Background: an optimization exercise with open tools, aiming at small area, a short achievable clock period and few clock cycles. Do not read the settings as production practice. RTL that was checked went through simulation tests only; none was proved equivalent to the original. The flow treats the clock pin as an ideal source. Dropping or thinning the clock tree relies on that and would not hold on a real chip. Power and IR drop assume default switching activity.

==> module LZ77_Encoder, before the edit <==
module LZ77_Encoder(clk,reset,chardata,valid,encode,finish,offset,match_len,char_nxt);
input               clk;
input               reset;
input       [7:0]   chardata;
output  reg         valid;
output              encode;
output  reg         finish;
output  reg [3:0]   offset;
output  reg [2:0]   match_len;
output      [7:0]   char_nxt;
reg  [7:0] hist [0:9];
reg  [3:0] age;
reg  [8:0] dead;
reg  [2:0] k;
integer j;
assign encode   = 1'b1;
assign char_nxt = hist[1];
reg  [8:0] hv;
always @(*) begin
    case (age)
        4'd0, 4'd1: hv = 9'b000000000;
        4'd2:       hv = 9'b000000001;
        4'd3:       hv = 9'b000000011;
        4'd4:       hv = 9'b000000111;
        4'd5:       hv = 9'b000001111;
        4'd6:       hv = 9'b000011111;
        4'd7:       hv = 9'b000111111;
        4'd8:       hv = 9'b001111111;
        4'd9:       hv = 9'b011111111;
        default:    hv = 9'b111111111;
    endcase
end
wire [8:0] eq;
genvar g;
generate
    for (g = 1; g <= 9; g = g + 1) begin : cmp
        assign eq[g-1] = hv[g-1] & (hist[0] == hist[g]);
    end
endgenerate
wire [8:0] nm   = ~dead & eq;
wire       emit = (nm == 9'd0) | (k == 3'd7);
wire       live = (age != 4'd0);
wire       last = live & (hist[0] == 8'h24);
reg  [3:0] best;
always @(*) begin
    best = 4'd0;
    for (j = 0; j < 9; j = j + 1)
        if (!dead[j]) best = j;
end
wire [2:0] k_inc = {k[2] ^ (k[1] & k[0]), k[1] ^ k[0], ~k[0]};
wire [3:0] age_inc = (age == 4'd10) ? age :
                     {age[3] ^ (age[2] & age[1] & age[0]), age[2] ^ (age[1] & age[0]),
                      age[1] ^ age[0], ~age[0]};
always @(posedge clk) begin
    hist[0] <= chardata;
    for (j = 1; j <= 9; j = j + 1)
        hist[j] <= hist[j-1];
    match_len <= k;
    offset    <= (k == 3'd0) ? 4'd0 : best;
    valid     <= ~reset & live & emit & ~finish;
    finish    <= ~reset & (finish | last);
end
always @(posedge clk or posedge reset) begin
    if (reset)
        age <= 4'd0;
    else
        age <= age_inc;
end
always @(posedge clk) begin
    if (emit) begin
        dead <= 9'd0;
        k    <= 3'd0;
    end else begin
        dead <= ~nm;
        k    <= k_inc;
    end
end
endmodule
==> flow/config.mk <==
export PLATFORM = sky130hd
export DESIGN_NAME = LZ77_Encoder
export DESIGN_NICKNAME = LZ77_Encoder
export VERILOG_FILES = /design/flow/design.v
export SDC_FILE = /design/flow/constraint.sdc
export NUM_CORES = 8
export LEC_CHECK = 0
export CAP_MARGIN = 20
export CORE_MARGIN = 2
export CORE_UTILIZATION = 50
export PLACE_DENSITY = 0.6
export SLEW_MARGIN = 20
==> flow/constraint.sdc <==
create_clock -name core_clock -period 10.0 [get_ports {clk}]
set_input_delay 2.0000 -clock core_clock [delete_from_list [all_inputs] [get_ports {clk}]]
set_output_delay 2.0000 -clock core_clock [all_outputs]
set_load 0.01 [all_outputs]
standard.sh (not shown) runs the stock make flow with config.mk's settings and CLKGATE_MAP_FILE= SYNTH_SCRIPT=/design/flow/synth_recipe.tcl, a recipe that flattens the netlist after the stock synthesis.
==> flow/flow/run.sh <==
#!/bin/bash
# Standard ORFS layout, except: small fast port buffers, a tighter setup repair
# target, and a hand-built one-level clock tree (flow/manual_cts.tcl) in place of TritonCTS.
set -euo pipefail
KNOBS=$(cat flow/knobs.txt)
eval bash standard.sh $KNOBS PRE_CTS_TCL=$PWD/flow/manual_cts.tcl finish > standard_flow.log 2>&1
Other scripts of this flow, unchanged in this note and not shown: flow/flow/knobs.txt, flow/flow/manual_cts.tcl
The starting point ran to the end with no violations.
==> next run, changes <==
==> flow/design.v (replaced) <==
module LZ77_Encoder(clk,reset,chardata,valid,encode,finish,offset,match_len,char_nxt);
input               clk;
input               reset;
input       [7:0]   chardata;
output  reg         valid;
output              encode;
output  reg         finish;
output  reg [3:0]   offset;
output  reg [2:0]   match_len;
output      [7:0]   char_nxt;
reg  [7:0] hist [0:9];
reg  [8:0] dead;
reg  [2:0] k;
integer j;
assign encode   = 1'b1;
assign char_nxt = hist[1];
reg  [9:0] hv;
wire [8:0] eq;
genvar g;
generate
    for (g = 1; g <= 9; g = g + 1) begin : cmp
        assign eq[g-1] = hv[g] & (hist[0] == hist[g]);
    end
endgenerate
wire [8:0] nm   = ~dead & eq;
wire       emit = (nm == 9'd0) | (k == 3'd7);
wire       live = hv[0];
wire       last = live & (hist[0] == 8'h24);
reg  [3:0] best;
always @(*) begin
    best = 4'd0;
    for (j = 0; j < 9; j = j + 1)
        if (!dead[j]) best = j;
end
wire [2:0] k_inc = {k[2] ^ (k[1] & k[0]), k[1] ^ k[0], ~k[0]};
always @(posedge clk) begin
    hist[0] <= chardata;
    for (j = 1; j <= 9; j = j + 1)
        hist[j] <= hist[j-1];
    match_len <= k;
    offset    <= (k == 3'd0) ? 4'd0 : best;
    valid     <= ~reset & live & emit & ~finish;
    finish    <= ~reset & (finish | last);
end
always @(posedge clk or posedge reset) begin
    if (reset)
        hv <= 10'd0;
    else
        hv <= {hv[8:0], 1'b1};
end
always @(posedge clk) begin
    if (emit) begin
        dead <= 9'd0;
        k    <= 3'd0;
    end else begin
        dead <= ~nm;
        k    <= k_inc;
    end
end
endmodule
Result:
- flip-flop and latch count came out higher by 6
- clock power goes up by about 2%
- setup slack is about the same
- sequential power came out higher by 5.4%
- fmax is about the same
- cell area barely changes
Testbench counts after the change, summed over its fixed seeds: cycles 49,224.
Only the layout flow was run in the first run of this note; the RTL was not checked for function there. In every run of this note, the design's own scripts or RTL, not TritonCTS, make the clock network.

-- afterwards: timing with drivers on the ports --
Ports are ideal in the flow. The routed layouts listed here were re-timed in OpenROAD.
Step 1 assumes that a clkbuf_16 drives the clock port and a buf_2 every other input.
Step 2, shift: input delay + t, output delay - t, t = (earliest + latest rising clock arrival at the registers) / 2. This alone moves slack from input paths to output paths.
a / b / c = ideal ports / drivers / drivers and shift; a / b = the first two.
| run | shift t [ns] | slack for setup (ns) | worst hold slack (ns) | latest minus earliest clock arrival (ns) |
|---|---|---|---|---|
| the first run | 0.212 | 7.345 / 7.264 / 7.477 | 0.363 / 0.363 / 0.363 | 0.006 / 0.007 |
| the second run | 0.217 | 7.346 / 7.264 / 7.481 | 0.362 / 0.362 / 0.362 | 0.010 / 0.010 |
After both steps setup and hold are still met in every run listed.
